Context: an optimization exercise on an open-source flow, tuned for small area and a short achievable clock period. The choices shown serve that exercise and are no tape-out recipe.
In this exercise RTL edits were held to simulation tests only and were not proved equivalent to the original.
Power figures rest on the tool's default switching activity, not on a simulated workload.

==> flow/design.v <==
module io_out (
	input wire rst,
	input wire rom_stall,
	input wire ram_stall,
	input wire je_reg,
	input wire je_keep,
	output wire jump_en,
	output wire inst_ren
	);
	assign jump_en = ~rst & (je_reg | (je_keep & (rom_stall | ram_stall)));
	assign inst_ren = ~rst;
endmodule
module mips_core (
	input wire clk,   
	input wire rst,   
	output wire inst_ren,
	output wire [31:0] inst_addr,
	input wire [31:0] inst_data,
	output wire mem_ren,
	output wire mem_wen,
	output wire [31:0] mem_addr,
	output wire [31:0] mem_dout,
	input wire [31:0] mem_din,
	input wire interrupter,
	output wire ir,
	output wire ir_en,
	output wire ir_valid,
	output wire ir_wait,
	output wire jump_en,
	input wire ram_stall,
	input wire rom_stall,
	output wire rom_cs,
	output wire ram_cs
	);
	localparam [3:0]
		OP_ADD = 4'd0, OP_SUB = 4'd1, OP_SLT = 4'd2, OP_ZERO = 4'd3,
		OP_AND = 4'd4, OP_OR = 4'd5, OP_XOR = 4'd6, OP_NOR = 4'd7,
		OP_SL = 4'd8, OP_SR = 4'd9;
	function [32:0] add_bk32;
		input [31:0] a;
		input [31:0] b;
		input cin;
		reg [31:0] p0, g, p;
		integer d, i;
		begin
			p0 = a ^ b;
			g = a & b;
			g[0] = g[0] | (p0[0] & cin);
			p = p0;
			for (d = 1; d < 32; d = d * 2)
				for (i = 2 * d - 1; i < 32; i = i + 2 * d) begin
					g[i] = g[i] | (p[i] & g[i - d]);
					p[i] = p[i] & p[i - d];
				end
			for (d = 8; d >= 1; d = d / 2)
				for (i = 3 * d - 1; i < 32; i = i + 2 * d) begin
					g[i] = g[i] | (p[i] & g[i - d]);
					p[i] = p[i] & p[i - d];
				end
			add_bk32 = {g[31], p0 ^ {g[30:0], cin}};
		end
	endfunction
	reg [31:0] pc;
	reg [31:0] id_pc, id_ir;
	reg [31:0] ex_a, ex_b;
	reg [3:0] ex_op;
	reg ex_sign, ex_sub;
	reg [4:0] ex_rd;
	reg ex_wen, ex_ld, ex_st, ex_fm, ex_fmz;
	reg ld_prev;   
	reg [31:0] mem_alu, mem_sd;
	reg [4:0] mem_rd;
	reg mem_wen_r, mem_ld, mem_st, mem_fm;
	reg [31:0] wb_data;
	reg [4:0] wb_rd;
	reg wb_wen;
	reg ir_valid_r, ir_wait_r, ir_prev;
	reg je_q;
	reg [31:0] cp0 [0:31];
	wire [5:0] op = id_ir[31:26];
	wire [5:0] fn = id_ir[5:0];
	wire [4:0] rs = id_ir[25:21];
	wire [4:0] rt = id_ir[20:16];
	wire [4:0] rd = id_ir[15:11];
	wire op_r = (op == 6'h00);
	wire r_jr = op_r & (fn == 6'h08);
	wire r_add = op_r & ((fn == 6'h20) | (fn == 6'h21));
	wire r_sub = op_r & ((fn == 6'h22) | (fn == 6'h23));
	wire r_and = op_r & (fn == 6'h24);
	wire r_or = op_r & (fn == 6'h25);
	wire r_xor = op_r & (fn == 6'h26);
	wire r_nor = op_r & (fn == 6'h27);
	wire r_slt = op_r & ((fn == 6'h2a) | (fn == 6'h2b));
	wire r_sll = op_r & (fn == 6'h00);
	wire r_srl = op_r & (fn == 6'h02);
	wire r_sra = op_r & (fn == 6'h03);
	wire r_sllv = op_r & (fn == 6'h04);
	wire r_srlv = op_r & (fn == 6'h06);
	wire r_srav = op_r & (fn == 6'h07);
	wire r_alu = r_add | r_sub | r_and | r_or | r_xor | r_nor | r_slt;
	wire r_sh = r_sll | r_srl | r_sra;
	wire r_shv = r_sllv | r_srlv | r_srav;
	wire i_j = (op == 6'h02);
	wire i_jal = (op == 6'h03);
	wire i_beq = (op == 6'h04);
	wire i_bne = (op == 6'h05);
	wire i_addi = (op == 6'h08) | (op == 6'h09);
	wire i_slti = (op == 6'h0a);
	wire i_sltiu = (op == 6'h0b);
	wire i_andi = (op == 6'h0c);
	wire i_ori = (op == 6'h0d);
	wire i_xori = (op == 6'h0e);
	wire i_lui = (op == 6'h0f);
	wire i_lw = (op == 6'h23);
	wire i_sw = (op == 6'h2b);
	wire i_cp0 = (op == 6'h10);
	wire c_eret = i_cp0 & id_ir[25] & (fn == 6'b011000);
	wire c_mt = i_cp0 & ~id_ir[25] & (id_ir[24:21] == 4'b0100);
	wire c_mf = i_cp0 & ~id_ir[25] & (id_ir[24:21] == 4'b0000);
	wire i_imm = (op[5:3] == 3'b001);   
	wire wen_id = r_alu | r_sh | r_shv | i_jal | i_imm | i_lw | c_mf;
	wire [4:0] rd_id = i_jal ? 5'd31 : (i_imm | i_lw | c_mf) ? rt : rd;
	wire rs_used = r_jr | r_alu | r_shv | i_beq | i_bne | (i_imm & ~i_lui) | i_lw | i_sw;
	wire rt_used = r_alu | r_sh | r_shv | i_beq | i_bne | i_lui | i_sw;
	wire imm_ext = i_beq | i_bne | i_addi | i_slti | i_sltiu | i_lw | i_sw;
	wire sign_id = r_sra | r_srav | i_slti;
	reg [3:0] op_id;
	always @(*) begin
		op_id = OP_ADD;
		if (r_sub) op_id = OP_SUB;
		if (r_slt | i_slti | i_sltiu) op_id = OP_SLT;
		if (r_and | i_andi) op_id = OP_AND;
		if (r_or | i_ori) op_id = OP_OR;
		if (r_xor | i_xori) op_id = OP_XOR;
		if (r_nor) op_id = OP_NOR;
		if (r_sll | r_sllv | i_lui) op_id = OP_SL;
		if (r_srl | r_sra | r_srlv | r_srav) op_id = OP_SR;
	end
	wire [31:0] imm = {{16{imm_ext & id_ir[15]}}, id_ir[15:0]};
	reg [31:0] gpr [1:31];
	always @(posedge clk) begin
		if (wb_wen && wb_rd != 0)
			gpr[wb_rd] <= wb_data;
	end
	wire [31:0] rs_dec = 32'b1 << rs;
	wire [31:0] rt_dec = 32'b1 << rt;
	reg [31:0] rf_a, rf_b;   
	integer ri;
	always @(*) begin
		rf_a = 32'b0;
		rf_b = 32'b0;
		for (ri = 1; ri < 32; ri = ri + 1) begin
			rf_a = rf_a | ({32{rs_dec[ri]}} & gpr[ri]);
			rf_b = rf_b | ({32{rt_dec[ri]}} & gpr[ri]);
		end
	end
	wire [31:0] alu_out;
	wire ex_ok = ex_wen & (ex_rd != 5'd0);
	wire mem_ok = mem_wen_r & (mem_rd != 5'd0);
	wire wb_ok = wb_wen & (wb_rd != 5'd0);
	wire ex_hit_a = ex_ok & (ex_rd == rs);
	wire ex_hit_b = ex_ok & (ex_rd == rt);
	wire mem_hit_a = mem_ok & (mem_rd == rs);
	wire mem_hit_b = mem_ok & (mem_rd == rt);
	wire wb_hit_a = wb_ok & (wb_rd == rs);
	wire wb_hit_b = wb_ok & (wb_rd == rt);
	wire [31:0] mem_fwd = mem_ld ? mem_din : mem_alu;
	wire [31:0] nxa_s = mem_hit_a ? mem_fwd : rf_a;
	wire [31:0] nxb_s = mem_hit_b ? mem_fwd : rf_b;
	wire [31:0] nxa = (wb_hit_a & ~mem_hit_a) ? wb_data : nxa_s;
	wire [31:0] nxb = (wb_hit_b & ~mem_hit_b) ? wb_data : nxb_s;
	wire [31:0] fwda_s = ex_hit_a ? alu_out : nxa_s;
	wire [31:0] fwdb_s = ex_hit_b ? alu_out : nxb_s;
	wire [31:0] fwda = ex_hit_a ? alu_out : nxa;
	wire [31:0] fwdb = ex_hit_b ? alu_out : nxb;
	wire eq = (fwda == fwdb);
	wire eq_s = (fwda_s == fwdb_s);
	wire ex_load = ld_prev & ex_wen;
	wire load_stall = ex_load & ((rs_used & (ex_rd == rs)) | (rt_used & ~i_sw & (ex_rd == rt)));
	wire fwd_m = i_sw & ex_load & (ex_rd == rt);
	wire go = ~rom_stall & ~ram_stall & ~load_stall;   
	wire exe_clr = rst | rom_stall | (~ram_stall & load_stall);
	wire exe_hold = ~rst & ~rom_stall & ram_stall;
	wire wb_clr = rst | (~rom_stall & ram_stall);
	wire ir_q = ir_wait_r & ir_valid_r;
	wire [31:0] data_w = fwdb_s;
	wire st_ok = c_mt & ~rst;
	wire je_go = c_eret | (~c_mt & ir_q);
	wire je_keep = ~c_eret & ~c_mt & je_q;
	wire je_reg = je_go | (je_keep & load_stall);
	io_out IO_OUT (
		.rst(rst),
		.rom_stall(rom_stall),
		.ram_stall(ram_stall),
		.je_reg(je_reg),
		.je_keep(je_keep),
		.jump_en(jump_en),
		.inst_ren(inst_ren)
		);
	wire [31:0] ja = c_eret ? cp0[2] : cp0[3];
	wire take_s = (i_beq & eq_s) | (i_bne & ~eq_s);
	wire pcs_s = r_jr | i_j | i_jal | take_s;
	wire [31:0] ret_addr = pcs_s ? id_pc : pc;
	reg cnt_f;
	wire [32:0] cnt_sum = add_bk32(cp0[9], 32'd0, cnt_f);
	wire [31:0] cnt_cur = cnt_sum[31:0];
	wire [31:0] rd_dec = 32'b1 << rd;
	reg [31:0] cp0_rd;
	integer ci;
	always @(*) begin
		cp0_rd = ({32{rd_dec[9]}} & cnt_cur) | ({32{rd_dec[2] & ir_q}} & pc) | ({32{rd_dec[2] & ~ir_q}} & cp0[2]);
		for (ci = 0; ci < 32; ci = ci + 1)
			if (ci != 9 && ci != 2)
				cp0_rd = cp0_rd | ({32{rd_dec[ci]}} & cp0[ci]);
	end
	always @(posedge clk) begin
		if (rst) begin
			ir_valid_r <= 1'b1;
			ir_wait_r <= 1'b0;
			ir_prev <= 1'b0;
		end
		else begin
			if (c_eret)
				ir_valid_r <= 1'b1;
			else if (ir_q)
				ir_valid_r <= 1'b0;
			if (interrupter & ~ir_prev)
				ir_wait_r <= 1'b1;
			else if (c_eret)
				ir_wait_r <= 1'b0;
			ir_prev <= interrupter;
		end
	end
	always @(posedge clk) begin
		je_q <= jump_en;
		cnt_f <= ~rst;
	end
	genvar k;
	generate
		for (k = 0; k < 32; k = k + 1) begin : g_cp0
			if (k == 9) begin : g_cnt
				always @(posedge clk)
					cp0[k] <= rst ? 32'b0 : (st_ok & (rd == 5'd9)) ? data_w : cnt_cur;
			end
			else if (k == 2) begin : g_epc
				always @(posedge clk)
					if (ir_q)
						cp0[k] <= ret_addr;
					else if (st_ok & (rd == k))
						cp0[k] <= data_w;
			end
			else begin : g_reg
				always @(posedge clk)
					if (st_ok & (rd == k))
						cp0[k] <= data_w;
			end
		end
	endgenerate
	wire take = (i_beq & eq) | (i_bne & ~eq);
	wire [30:0] pc_c;
	wire [31:0] pc4;
	assign pc4[1:0] = pc[1:0];
	assign pc4[2] = ~pc[2];
	assign pc_c[2] = pc[2];
	genvar pi;
	generate
		for (pi = 3; pi < 32; pi = pi + 1) begin : g_pc4
			assign pc4[pi] = pc[pi] ^ pc_c[pi - 1];
			if (pi < 31) begin : g_c
				assign pc_c[pi] = pc[pi] & pc_c[pi - 1];
			end
		end
	endgenerate
	wire [32:0] btgt_sum = add_bk32({2'b0, id_pc[31:2]}, {2'b0, imm[29:0]}, 1'b1);
	wire [31:0] btgt = {btgt_sum[29:0], id_pc[1:0]};
	wire [31:0] jtgt = {id_pc[31:28], id_ir[25:0], 2'b00};
	wire [31:0] pc_o = je_go ? ja : r_jr ? fwda : (i_j | i_jal) ? jtgt : pc4;
	wire [31:0] pc_sel = (take & ~je_go) ? btgt : pc_o;
	always @(posedge clk) begin
		if (rst)
			pc <= 32'b0;
		else if (go)
			pc <= pc_sel;
	end
	always @(posedge clk) begin
		if (rst | (go & je_go))
			id_ir <= 32'b0;
		else if (go)
			id_ir <= inst_data;
		if (go)
			id_pc <= pc;
		ld_prev <= i_lw;
	end
	wire [31:0] a_id = c_mf ? cp0_rd : i_jal ? id_pc : (r_sh | i_lui) ? {27'b0, i_lui ? 5'd16 : id_ir[10:6]} : fwda;
	wire [31:0] b_op = c_mf ? {31'b0, rd == 5'd9} : i_jal ? 32'd8 : (i_imm | i_lw | i_sw) ? imm : fwdb;
	wire sub_id = r_sub | r_slt | i_slti | i_sltiu;
	wire left_id = r_sll | r_sllv | i_lui;
	wire [31:0] b_rev;
	genvar bi;
	generate
		for (bi = 0; bi < 32; bi = bi + 1) begin : g_brev
			assign b_rev[bi] = b_op[31 - bi];
		end
	endgenerate
	wire [31:0] b_id = sub_id ? ~b_op : left_id ? b_rev : b_op;
	always @(posedge clk) begin
		if (exe_clr) begin
			ex_op <= OP_ZERO;
			ex_wen <= 1'b0;
			ex_ld <= 1'b0;
			ex_st <= 1'b0;
			ex_fm <= 1'b0;
			ex_fmz <= 1'b0;
		end
		else if (~exe_hold) begin
			ex_op <= op_id;
			ex_wen <= wen_id;
			ex_ld <= i_lw;
			ex_st <= i_sw;
			ex_fm <= fwd_m;
			ex_fmz <= fwd_m & (rt == 5'd0);
		end
		if (~exe_clr & ~exe_hold) begin
			ex_a <= a_id;
			ex_b <= b_id;
			ex_sign <= sign_id;
			ex_sub <= sub_id;
			ex_rd <= rd_id;
		end
	end
	wire [32:0] alu_sum = add_bk32(ex_a, ex_b, ex_sub);
	wire alu_b31 = ex_b[31] ^ ex_sub;   
	wire alu_lt = ex_sign ? ((ex_a[31] ^ alu_b31) ? ex_a[31] : alu_sum[31]) : ~alu_sum[32];
	wire sh_fill = ex_sign & ex_b[31];
	wire [32:0] sh_x = $signed({sh_fill, ex_b}) >>> ex_a[4:0];
	wire [31:0] sh_r = (|ex_a[31:5]) ? {32{sh_fill}} : sh_x[31:0];
	wire [31:0] sh_rev;
	genvar si;
	generate
		for (si = 0; si < 32; si = si + 1) begin : g_shrev
			assign sh_rev[si] = sh_r[31 - si];
		end
	endgenerate
	reg [31:0] alu_res;
	always @(*) begin
		case (ex_op)
			4'd0, 4'd1: alu_res = alu_sum[31:0];
			4'd2: alu_res = {31'b0, alu_lt};
			4'd4: alu_res = ex_a & ex_b;
			4'd5: alu_res = ex_a | ex_b;
			4'd6: alu_res = ex_a ^ ex_b;
			4'd7: alu_res = ~(ex_a | ex_b);
			4'd8: alu_res = sh_rev;
			4'd9: alu_res = sh_r;
			default: alu_res = 32'b0;
		endcase
	end
	assign alu_out = alu_res;
	always @(posedge clk) begin
		if (rst) begin
			mem_alu <= 32'b0;
			mem_wen_r <= 1'b0;
			mem_ld <= 1'b0;
			mem_st <= 1'b0;
			mem_fm <= 1'b0;
		end
		else if (~exe_hold) begin
			mem_alu <= alu_out;
			mem_wen_r <= ex_wen;
			mem_ld <= ex_ld;
			mem_st <= ex_st;
			mem_fm <= ex_fm;
		end
		if (~rst & ~exe_hold) begin
			mem_rd <= ex_rd;
			mem_sd <= ex_fmz ? 32'b0 : mem_alu;
		end
	end
	always @(posedge clk) begin
		if (wb_clr) begin
			wb_wen <= 1'b0;
			wb_data <= 32'b0;
		end
		else begin
			wb_wen <= mem_wen_r;
			wb_data <= mem_ld ? mem_din : mem_alu;
		end
		wb_rd <= mem_rd;
	end
	assign inst_addr = pc;
	assign mem_ren = mem_ld;
	assign mem_wen = mem_st;
	assign mem_addr = mem_alu;
	assign mem_dout = mem_fm ? mem_sd : wb_data;
	assign ir = ir_q;
	assign ir_en = 1'b1;
	assign ir_valid = ir_valid_r;
	assign ir_wait = ir_wait_r;
	assign rom_cs = 1'b1;
	assign ram_cs = i_lw | i_sw;
endmodule
==> flow/flow/run.sh <==
#!/bin/bash
# Layout flow: the standard ORFS flow (standard.sh: the standard synthesis,
# floorplan, power grid, placement, CTS and routing), with these settings added:
#  - the input and output port buffers are sky130_fd_sc_hd__buf_2 cells
#    (the default pick is a slow delay buffer);
#  - timing repair aims for a setup slack margin, so that paths are made
#    faster than the 20 ns clock strictly needs;
#  - CTS uses small clock buffers and no dummy loads;
#  - the ports of the input-to-output paths (rst, rom_stall, ram_stall to
#    jump_en, inst_ren) are placed next to each other.
# The full make output goes to standard_flow.log; ORFS keeps each step's log
# under orfs/logs/.
set -uo pipefail
export BUFFER_PORTS_ARGS="-buffer_cell sky130_fd_sc_hd__buf_2"
export SETUP_SLACK_MARGIN=11.6
export CTS_ARGS="-sink_clustering_enable -repair_clock_nets -dont_use_dummy_load -buf_list {sky130_fd_sc_hd__clkbuf_4 sky130_fd_sc_hd__clkbuf_8}"
export PLACE_PINS_ARGS="-group_pins {rom_stall ram_stall jump_en rst inst_ren}"
bash standard.sh > standard_flow.log 2>&1
status=$?
tail -20 standard_flow.log
exit $status
==> flow/standard.sh <==
#!/bin/bash
# synth_recipe.tcl (not shown) runs the flow's synth.tcl, then flattens the netlist and writes it again
# the make line also repeats each setting of config.mk as NAME=value (left out here)
make -C /OpenROAD-flow-scripts/flow DESIGN_CONFIG=/design/flow/config.mk WORK_HOME=/design/flow/orfs CLKGATE_MAP_FILE= SYNTH_SCRIPT=/design/flow/synth_recipe.tcl "${@:-finish}"
==> flow/config.mk <==
export PLATFORM = sky130hd
export DESIGN_NAME = mips_core
export DESIGN_NICKNAME = mips_core
export VERILOG_FILES = /design/flow/design.v
export SDC_FILE = /design/flow/constraint.sdc
export NUM_CORES = 4
export LEC_CHECK = 0
export CAP_MARGIN = 10
export CORE_MARGIN = 2
export CORE_UTILIZATION = 45
export SLEW_MARGIN = 10
export SYNTH_HIERARCHICAL = 1
export SYNTH_MINIMUM_KEEP_SIZE = 0
==> flow/constraint.sdc <==
create_clock -name core_clock -period 20.0 [get_ports {clk}]
set_input_delay 4.0000 -clock core_clock [delete_from_list [all_inputs] [get_ports {clk}]]
set_output_delay 4.0000 -clock core_clock [all_outputs]
set_load 0.01 [all_outputs]
==> flow_metrics.py <==
metrics = {
    "setup_path": {
        "path_class": "flop to primary output",
        "cp-start-kind": "flop",
        "cp-end-kind": "primary output",
        "cp.arrival_ns": 4.47,
        "critPathMaxFanout": 32,
        "required_ns": 16.00,
    },
    "clock_network": {
        "cts_buffers": 392,
        "clock-sinks": 2309,
        "ctsHoldBuffers": 0,
        "root_buffer": "clkbuf_8",
        "clkTransAtPathRegs_ns": 0.06,
        "cts_buffer_depth": 4,
        "cts_tree": "done",
        "insertion_delay_ns": 1.15,
        "htreeDepth": 5,
    },
    "drt": {
        "route.detailed.drc": 0,
        "viasPerCell": 7.647,
        "postRouteAntennaNets": 0,
        "drt_iter0_drc": 19491,
        "wl_um": 548600,
        "via_count": 92431,
        "wl_per_cell_um": 45.38,
        "dr.pass1.iters": 13,
    },
    "layout": {
        "final_common_cell": "edfxtp_1",
        "drive_gt1_frac": 0.1619,
        "area_delta_synth_final_pct": 11.10,
        "final_cell_mix": "edfxtp_1 (2124), a22oi_1 (922), nand2_1 (626)",
        "fin_util": 0.5036,
        "nets": 9103,
        "finalInstanceArea_sq_um": 120000,
    },
    "yosys": {
        "synth-seq-area-share": 0.6248,
        "ys_types": 126,
        "synth_edf_count": 2124,
        "syn-cell-area_sq_um": 108000,
        "syn_inst": 8516,
        "ys_ff_latch": 2309,
        "yosys_warnings": 8,
        "async_reset_ff_frac": 0,
        "ys.flop_type": "edfxtp_1",
        "synth.avg_cell_area_sq_um": 12.68,
    },
    "power": {
        "seqPwrFrac": 0.540,
        "ir_drop_uv": 57.17,
        "clockPowerShare": 0.351,
        "p_per_area_nw_per_um2": 83.41,
        "p_leak_nw": 42.02,
        "switching_share": 0.2657,
        "netSwitchingPower_mw": 2.659,
        "internal-power_mw": 7.350,
        "combinationalPowerShare": 0.109,
    },
    "die": {
        "start_util": 0.4533,
        "placement_rows": 179,
        "io_pins": 175,
        "die_width_um": 493.9,
        "core_sq_um": 238300,
        "die_area_sq_um": 244000,
        "die_h_um": 493.9,
    },
    "timing": {
        "tns_ns": 0,
        "grt_setup_unrepaired": "true",
        "period_needed_ns": 8.472,
        "skew_ns": 0.1103,
        "hold_viol": 0,
        "worst_slew_pin_slew_ns": 1.404,
        "fin_ws_ns": 11.53,
        "slew_headroom": 0.06284,
        "fin_hold_ws_ns": 0.4674,
        "max_freq_ghz": 0.1180,
        "drv_slew": 0,
        "setup_viol": 0,
        "period_share": 0.4236,
    },
    "global_routing": {
        "grt_usage": 0.4353,
        "grt_pass1_vias": 84031,
        "use_met3": 0.1911,
        "antenna_found_initial": 69,
        "met2_usage": 0.5891,
        "grt-busiest-layer": "met2",
        "grt_overflow": 0,
        "grt_max_degree": 74,
        "grt_pass1_wl_um": 726900,
        "met1_usage": 0.5723,
    },
    "placed_design": {
        "hpwlAfterDp_um": 335600,
        "gp_routability_congestion": 1.012,
        "post_dp_cell_area_sq_um": 114200,
        "io_buffers": 172,
        "place_ws_ns": 10.62,
    },
    "flow_run": {
        "maxCapViolations": 0,
    },
    "status": {
        "status": "complete, no violations",
    },
    "min_path": {
        "hold_path.class": "flop to flop",
    },
}
[logic make-up after synthesis]
kind of cell,count (synthesis),share of synthesized area
buffers and inverters,740,0.03136
other,1,0.00003472
xor gates and xnor gates,173,0.01403
muxes,234,0.02631
AOI/OAI and AO/OA,2410,0.1630
and+or+nand+nor,2480,0.1187
adders and majority gates,169,0.02178
DFF,2309,0.6248
[metal layers]
metal  vias up  share of wire
met1     45635           0.35
met3      2364           0.17
met4        46          0.078
met2      9799           0.39
li1      34587              -
met5         -        0.00073
[cells in the mapped netlist (all sizes together) (32+ instances only)]
master | count | area share
a2111oi | 139 | 0.012
a211oi | 49 | 0.0037
dfxtp | 185 | 0.034
fa | 32 | 0.0059
nand2 | 630 | 0.022
nor4 | 41 | 0.0030
o21ai | 241 | 0.011
a221oi | 152 | 0.013
xor2 | 63 | 0.0051
and3 | 458 | 0.027
a21o | 34 | 0.0024
o211ai | 36 | 0.0025
ha | 136 | 0.016
clkbuf | 396 | 0.014
or4 | 39 | 0.0028
a22oi | 925 | 0.064
nor2b | 59 | 0.0034
a21oi | 344 | 0.016
a31oi | 66 | 0.0040
a22o | 141 | 0.011
nor3 | 131 | 0.0065
mux4 | 34 | 0.0071
nand2b | 35 | 0.0020
mux2 | 59 | 0.0062
edfxtp | 2124 | 0.59
mux2i | 141 | 0.013
inv | 106 | 0.0037
buf | 234 | 0.014
xnor2 | 110 | 0.0089
nand4 | 233 | 0.014
nand3 | 248 | 0.011
o22ai | 34 | 0.0020
nor2 | 441 | 0.016
[stage by stage]
stage,power [mW],cells
after floorplan,5.992,8517
after detailed placement,6.519,11631
after global placement,6.515,11631
after global routing,10.19,12033
after CTS,9.919,12027
final,10.01,12088
[worst max-delay path: stages, from the launching register on]
cell	delay, ns
dfxtp_2	0.31
buf_4	0.51
or3b_2	0.75
nor2_4	0.30
nand2_1	0.37
a21oi_2	0.27
buf_4	0.30
o21ai_0	0.15
inv_1	0.13
a21oi_4	0.07
buf_6	0.12
[worst paths after layout]
path | depth (start not counted) | startpoint | slack, ns | endpoint
worst min-delay path | 1 | ex_fm | 0.47 | ex_fm
worst max-delay path | 10 | id_ir[23] | 11.53 | jump_en
worst max register to register | 19 | id_ir[18] | 11.67 | cp0[2][10]
worst min register to register | 1 | ex_fm | 0.47 | ex_fm
[modules after synthesis (local to each module, per instance)]
module     cell area, sq um  times used  cells inside
mips_core            108000           1          8512
io_out                17.52           1             4
[timing repair]
| action | 4_1_cts | 5_1_grt |
|---|---|---|
| buffers inserted | 4 | 3 |
| cloned | 0 | 0 |
| pin swaps | 3 | 2 |
| setup endpoints to repair | 60 | 57 |
| resized for setup | 26 | 12 |
| hold endpoints to repair | 0 | 0 |
[area by class of cell]
class | instances | area [sq um]
inverter | 109 | 414.1
tap | 3167 | 3963
timing repair buffer | 586 | 4040
sequential | 2309 | 67510
fill | 20567 | 118300
multi-input combinational | 5468 | 38530
antenna | 57 | 142.6
clock buffer | 392 | 5395
[power by group through the flow]
stage	registers, mW	clock network [mW]	logic [mW]
global route	5.40	3.68	1.11
detailed placement	5.50	0	1.02
finish	5.40	3.51	1.09
CTS	5.40	3.49	1.03
floorplan	5.47	0	0.522
global placement	5.50	0	1.02
[state kept, by name, summed over array words and instances (netlist names), 4 cells and up]
signal / count
cp0: 1024
ex_a: 32
ex_b: 32
ex_op: 4
ex_rd: 5
gpr: 992
id_ir: 32
id_pc: 32
mem_alu: 32
mem_rd: 5
mem_sd: 32
pc: 32
wb_data: 32
wb_rd: 5

-- separate check: timing with driven ports --
The results above use ideal ports. As a check the final layout listed here was re-extracted and re-timed, cells and wires unchanged.
Step 1 assumes that a clkbuf_16 drives the clock port and a buf_2 every other input.
Step 2 adds t to the input delays and takes it off the output delays; t is the mean of the earliest and latest rising clock arrival at the registers after step 1. Input paths then give back, and output paths get back, about the clock's delay inside the block.
Slacks: ideal ports / drivers / drivers and shift; pairs: ideal ports / drivers.
t (ns): 1.183
setup WS [ns]: 11.528 / 11.441 / 11.199
latest minus earliest clock arrival (ns): 0.122 / 0.123
worst register clock-pin slew, ns: 0.07 / 0.07
worst data-port slew with drivers (ns): 0.08
After both steps setup and hold are still met in this run. The setup slack of this run moves by -0.087 ns with the drivers and by -0.329 ns with both steps.
